This is an optimization exercise on Yosys and OpenROAD, whose aim is small area, a short achievable clock period and few clock cycles, not a production implementation. RTL that was checked went through simulation tests only; none was proved equivalent to the original. Power and IR drop assume default switching activity.

== the baseline ==
==> module vsa16, before the edit <==
module vsa16(clock, rst, PC, instruction, ALUOutput, datain, dataout, wr);
    input         clock;
    input         rst;
    output [11:0] PC;
    input  [15:0] instruction;
    output [15:0] ALUOutput;
    input  [15:0] datain;
    output [15:0] dataout;
    output        wr;
    reg [10:0] pc_q;                 
    reg [15:0] R1, R2, R3;           
    reg [15:0] xp;                   
    reg [15:0] xg;                   
    reg [3:0]  xf;                   
    reg        x_we;                 
    reg        x_ld;                 
    reg [1:0]  x_rd;
    reg        wr;                   
    reg [1:0]  x_rs2;                
    assign PC = {pc_q, 1'b0};
    wire [15:0] p = xp;
    wire [15:0] g = xg;
    reg  [15:0] pg, pp;              
    integer     l, k;
    always @(*) begin
        pg = g;
        pp = p;
        for (l = 0; l < 4; l = l + 1)
            for (k = 15; k >= 0; k = k - 1)
                if ((k >> l) & 1) begin
                    pg[k] = pg[k] | (pp[k] & pg[((k >> l) << l) - 1]);
                    pp[k] = pp[k] & pp[((k >> l) << l) - 1];
                end
    end
    wire [15:0] sum = p ^ {pg[14:0], 1'b0};
    assign ALUOutput = sum;
    wire [15:0] res = ({16{xf[0]}} & sum)
                    | ({16{xf[1]}} & g)
                    | ({16{xf[2]}} & p)
                    | ({16{xf[3]}} & {1'b0, xp[15:1]});
    wire [15:0] wdata = x_ld ? datain : res;
    reg [15:0] sd;
    always @(*) begin
        case (x_rs2)
            2'd1: sd = R1;
            2'd2: sd = R2;
            2'd3: sd = R3;
            default: sd = 16'd0;
        endcase
    end
    assign dataout = sd;
    wire [2:0]  op  = instruction[2:0];
    wire [1:0]  rs1 = instruction[4:3];
    wire [1:0]  rs2 = instruction[6:5];
    wire [1:0]  rd  = instruction[8:7];
    wire [2:0]  fn  = instruction[11:9];    
    wire [15:0] imm = {{7{instruction[15]}}, instruction[15:7]};
    wire is_lw   = op == 3'd0;
    wire is_sw   = op == 3'd1;
    wire is_beqz = op == 3'd2;
    wire is_rr   = op == 3'd3;
    wire is_addi = op == 3'd4;
    wire is_subi = op == 3'd5;
    wire fwd1 = x_we && x_rd == rs1;
    wire fwd2 = x_we && x_rd == rs2;
    reg [15:0] A, B;
    always @(*) begin
        if (fwd1) A = wdata;
        else case (rs1)
            2'd1: A = R1;
            2'd2: A = R2;
            2'd3: A = R3;
            default: A = 16'd0;
        endcase
        if (fwd2) B = wdata;
        else case (rs2)
            2'd1: B = R1;
            2'd2: B = R2;
            2'd3: B = R3;
            default: B = 16'd0;
        endcase
    end
    wire        sub  = is_subi | (is_rr & fn == 3'd1);
    wire        srl  = is_rr & fn >= 3'd5;      
    wire [15:0] op2  = is_rr ? B : imm;
    wire [15:0] op2x = srl ? 16'd0 : sub ? ~op2 : op2;
    wire [15:0] pa   = A ^ op2x;
    wire [15:0] ga   = A & op2x;
    wire [3:0]  f    = {is_rr & fn >= 3'd5, is_rr & (fn == 3'd3 | fn == 3'd4), is_rr & (fn == 3'd2 | fn == 3'd3), ~is_rr | fn <= 3'd1};
    wire [1:0] dest = is_rr ? rd : ((is_lw | is_addi | is_subi) ? rs2 : 2'd0);
    reg za;
    always @(*) begin
        if (fwd1) za = wdata == 16'd0;
        else case (rs1)
            2'd1: za = R1 == 16'd0;
            2'd2: za = R2 == 16'd0;
            2'd3: za = R3 == 16'd0;
            default: za = 1'b1;
        endcase
    end
    wire        taken = is_beqz & za;
    wire [10:0] npc   = pc_q + 11'd1;
    wire [10:0] tpc   = pc_q + 11'd1 + imm[10:0];
    always @(posedge clock) begin
        xp    <= {pa[15:1], pa[0] ^ sub};
        xg    <= {ga[15:1], ga[0] | (pa[0] & sub)};
        xf    <= f;
        x_ld  <= is_lw;
        x_rd  <= dest;
        x_rs2 <= rs2;
        if (rst) begin
            pc_q <= 11'd0;
            x_we <= 1'b0;
            wr   <= 1'b0;
        end else begin
            pc_q <= taken ? tpc : npc;
            x_we <= dest != 2'd0;
            wr   <= is_sw;
        end
    end
    always @(posedge clock) begin
        if (rst) begin
            R1 <= 16'd0;
            R2 <= 16'd0;
            R3 <= 16'd0;
        end else if (x_we) begin
            if (x_rd == 2'd1) R1 <= wdata;
            if (x_rd == 2'd2) R2 <= wdata;
            if (x_rd == 2'd3) R3 <= wdata;
        end
    end
endmodule
Settings: LEC_CHECK=0, ABC_AREA=1, CAP_MARGIN=20, CORE_MARGIN=2, CORE_UTILIZATION=40, CTS_BUF_LIST=sky130_fd_sc_hd__clkbuf_8, SETUP_SLACK_MARGIN=3.4, SLEW_MARGIN=20; clock period 7.0 ns.
standard.sh (not shown) runs the stock make flow with config.mk's settings and CLKGATE_MAP_FILE= SYNTH_SCRIPT=/design/flow/synth_recipe.tcl, a recipe that flattens the netlist after the stock synthesis.
==> flow/flow/run.sh <==
#!/bin/bash
# Standard ORFS layout (the standard.sh, unchanged synthesis), with two
# placement/sizing settings changed:
#  - port buffers are plain buf cells instead of the platform's default
#    delay-buffer choice;
#  - the resizer may swap cells across footprints (MATCH_CELL_FOOTPRINT=0),
#    so port buffers and other cells can be sized to the timing they see.
# Every tool's output is in orfs/logs/ (one log per ORFS step); make's own
# output is in flow_make.log.
set -euo pipefail
bash standard.sh MATCH_CELL_FOOTPRINT=0 \
  "BUFFER_PORTS_ARGS=-buffer_cell sky130_fd_sc_hd__buf_1" \
  finish > flow_make.log 2>&1
Testbench counts of the baseline, summed over its fixed seeds: cycles 22,626.
Relative to the baseline, the following input files were edited for the candidate:
diff --git a/flow/design.v b/flow/design.v
--- a/flow/design.v
+++ b/flow/design.v
@@ -58,49 +58,26 @@
     wire is_lw   = op == 3'd0;
     wire is_sw   = op == 3'd1;
     wire is_beqz = op == 3'd2;
     wire is_rr   = op == 3'd3;
     wire is_addi = op == 3'd4;
     wire is_subi = op == 3'd5;
-    wire fwd1 = x_we && x_rd == rs1;
-    wire fwd2 = x_we && x_rd == rs2;
-    reg [15:0] A, B;
-    always @(*) begin
-        if (fwd1) A = wdata;
-        else case (rs1)
-            2'd1: A = R1;
-            2'd2: A = R2;
-            2'd3: A = R3;
-            default: A = 16'd0;
-        endcase
-        if (fwd2) B = wdata;
-        else case (rs2)
-            2'd1: B = R1;
-            2'd2: B = R2;
-            2'd3: B = R3;
-            default: B = 16'd0;
-        endcase
-    end
+    wire [15:0] E1 = (x_we && x_rd == 2'd1) ? wdata : R1;
+    wire [15:0] E2 = (x_we && x_rd == 2'd2) ? wdata : R2;
+    wire [15:0] E3 = (x_we && x_rd == 2'd3) ? wdata : R3;
+    wire [15:0] A = ({16{rs1 == 2'd1}} & E1) | ({16{rs1 == 2'd2}} & E2) | ({16{rs1 == 2'd3}} & E3);
+    wire [15:0] B = ({16{rs2 == 2'd1}} & E1) | ({16{rs2 == 2'd2}} & E2) | ({16{rs2 == 2'd3}} & E3);
     wire        sub  = is_subi | (is_rr & fn == 3'd1);
     wire        srl  = is_rr & fn >= 3'd5;      
     wire [15:0] op2  = is_rr ? B : imm;
     wire [15:0] op2x = srl ? 16'd0 : sub ? ~op2 : op2;
     wire [15:0] pa   = A ^ op2x;
     wire [15:0] ga   = A & op2x;
     wire [3:0]  f    = {is_rr & fn >= 3'd5, is_rr & (fn == 3'd3 | fn == 3'd4), is_rr & (fn == 3'd2 | fn == 3'd3), ~is_rr | fn <= 3'd1};
     wire [1:0] dest = is_rr ? rd : ((is_lw | is_addi | is_subi) ? rs2 : 2'd0);
-    reg za;
-    always @(*) begin
-        if (fwd1) za = wdata == 16'd0;
-        else case (rs1)
-            2'd1: za = R1 == 16'd0;
-            2'd2: za = R2 == 16'd0;
-            2'd3: za = R3 == 16'd0;
-            default: za = 1'b1;
-        endcase
-    end
+    wire za = (rs1 == 2'd0) | (rs1 == 2'd1 & E1 == 16'd0) | (rs1 == 2'd2 & E2 == 16'd0) | (rs1 == 2'd3 & E3 == 16'd0);
     wire        taken = is_beqz & za;
     wire [10:0] npc   = pc_q + 11'd1;
     wire [10:0] tpc   = pc_q + 11'd1 + imm[10:0];
     always @(posedge clock) begin
         xp    <= {pa[15:1], pa[0] ^ sub};
         xg    <= {ga[15:1], ga[0] | (pa[0] & sub)};
The candidate vs. the baseline: fraction of area in registers was more or less identical, last weighted congestion value of the routability-driven placer saw an increase. Delta (the candidate minus the baseline): fraction of cell area in non-clock buffers up 1.2 points, number of non-clock buffers up 10, utilization has increased. The candidate gives more count of multi-input gates than the baseline did. Total overflow reported by the global router: the baseline vs the candidate — no meaningful difference. Multi-input logic portion of the cell area in the candidate is 2.1 points below the baseline. The baseline has higher combinational power than the candidate. Relative to the baseline, cell-internal power has increased by 17% in the candidate. Most crowded layer after global routing: met2 -> the candidate, met1 -> the baseline. Re number of fillers in the final layout: the candidate is 66 down on the baseline. In the candidate, compound-gate portion of the synthesized area is lower than in the baseline. The candidate: area added between synthesis and finish 4.6 points above the baseline. Hold slack: the candidate lower than the baseline.
For the candidate, only the layout was checked, not whether the RTL still works.

==> afterwards: timing with drivers on the ports <==
In the flow no input, the clock included, has a driving cell. The finished layouts below were timed again as built, in two steps.
Step 1 (the two cells are an assumption about what drives the block):
set clk [get_ports {clock}]
set_driving_cell -lib_cell sky130_fd_sc_hd__clkbuf_16 $clk
set_driving_cell -lib_cell sky130_fd_sc_hd__buf_2 [delete_from_list [all_inputs] $clk]
Step 2 moves the port delays by t, midway between the first and last clock arrival at a register: inputs arrive t later, outputs are due t later. That takes back most of the time a late clock gives input paths.
Slacks: ideal / step 1 / step 2; pairs: ideal / step 1.
run	t, ns	setup WS [ns]	hold slack, ns	latest minus earliest clock arrival (ns)	slew at the worst register clock pin (ns)
the baseline	0.425	3.557 / 3.519 / 3.207	0.554 / 0.554 / 0.554	0.011 / 0.011	0.10 / 0.10
the candidate	0.431	3.597 / 3.556 / 3.311	0.507 / 0.507 / 0.507	0.012 / 0.012	0.11 / 0.11
After both steps every run listed still meets setup and hold. For the baseline, which loses most, drivers alone change the setup slack by -0.038 ns; drivers and shift together by -0.350 ns.
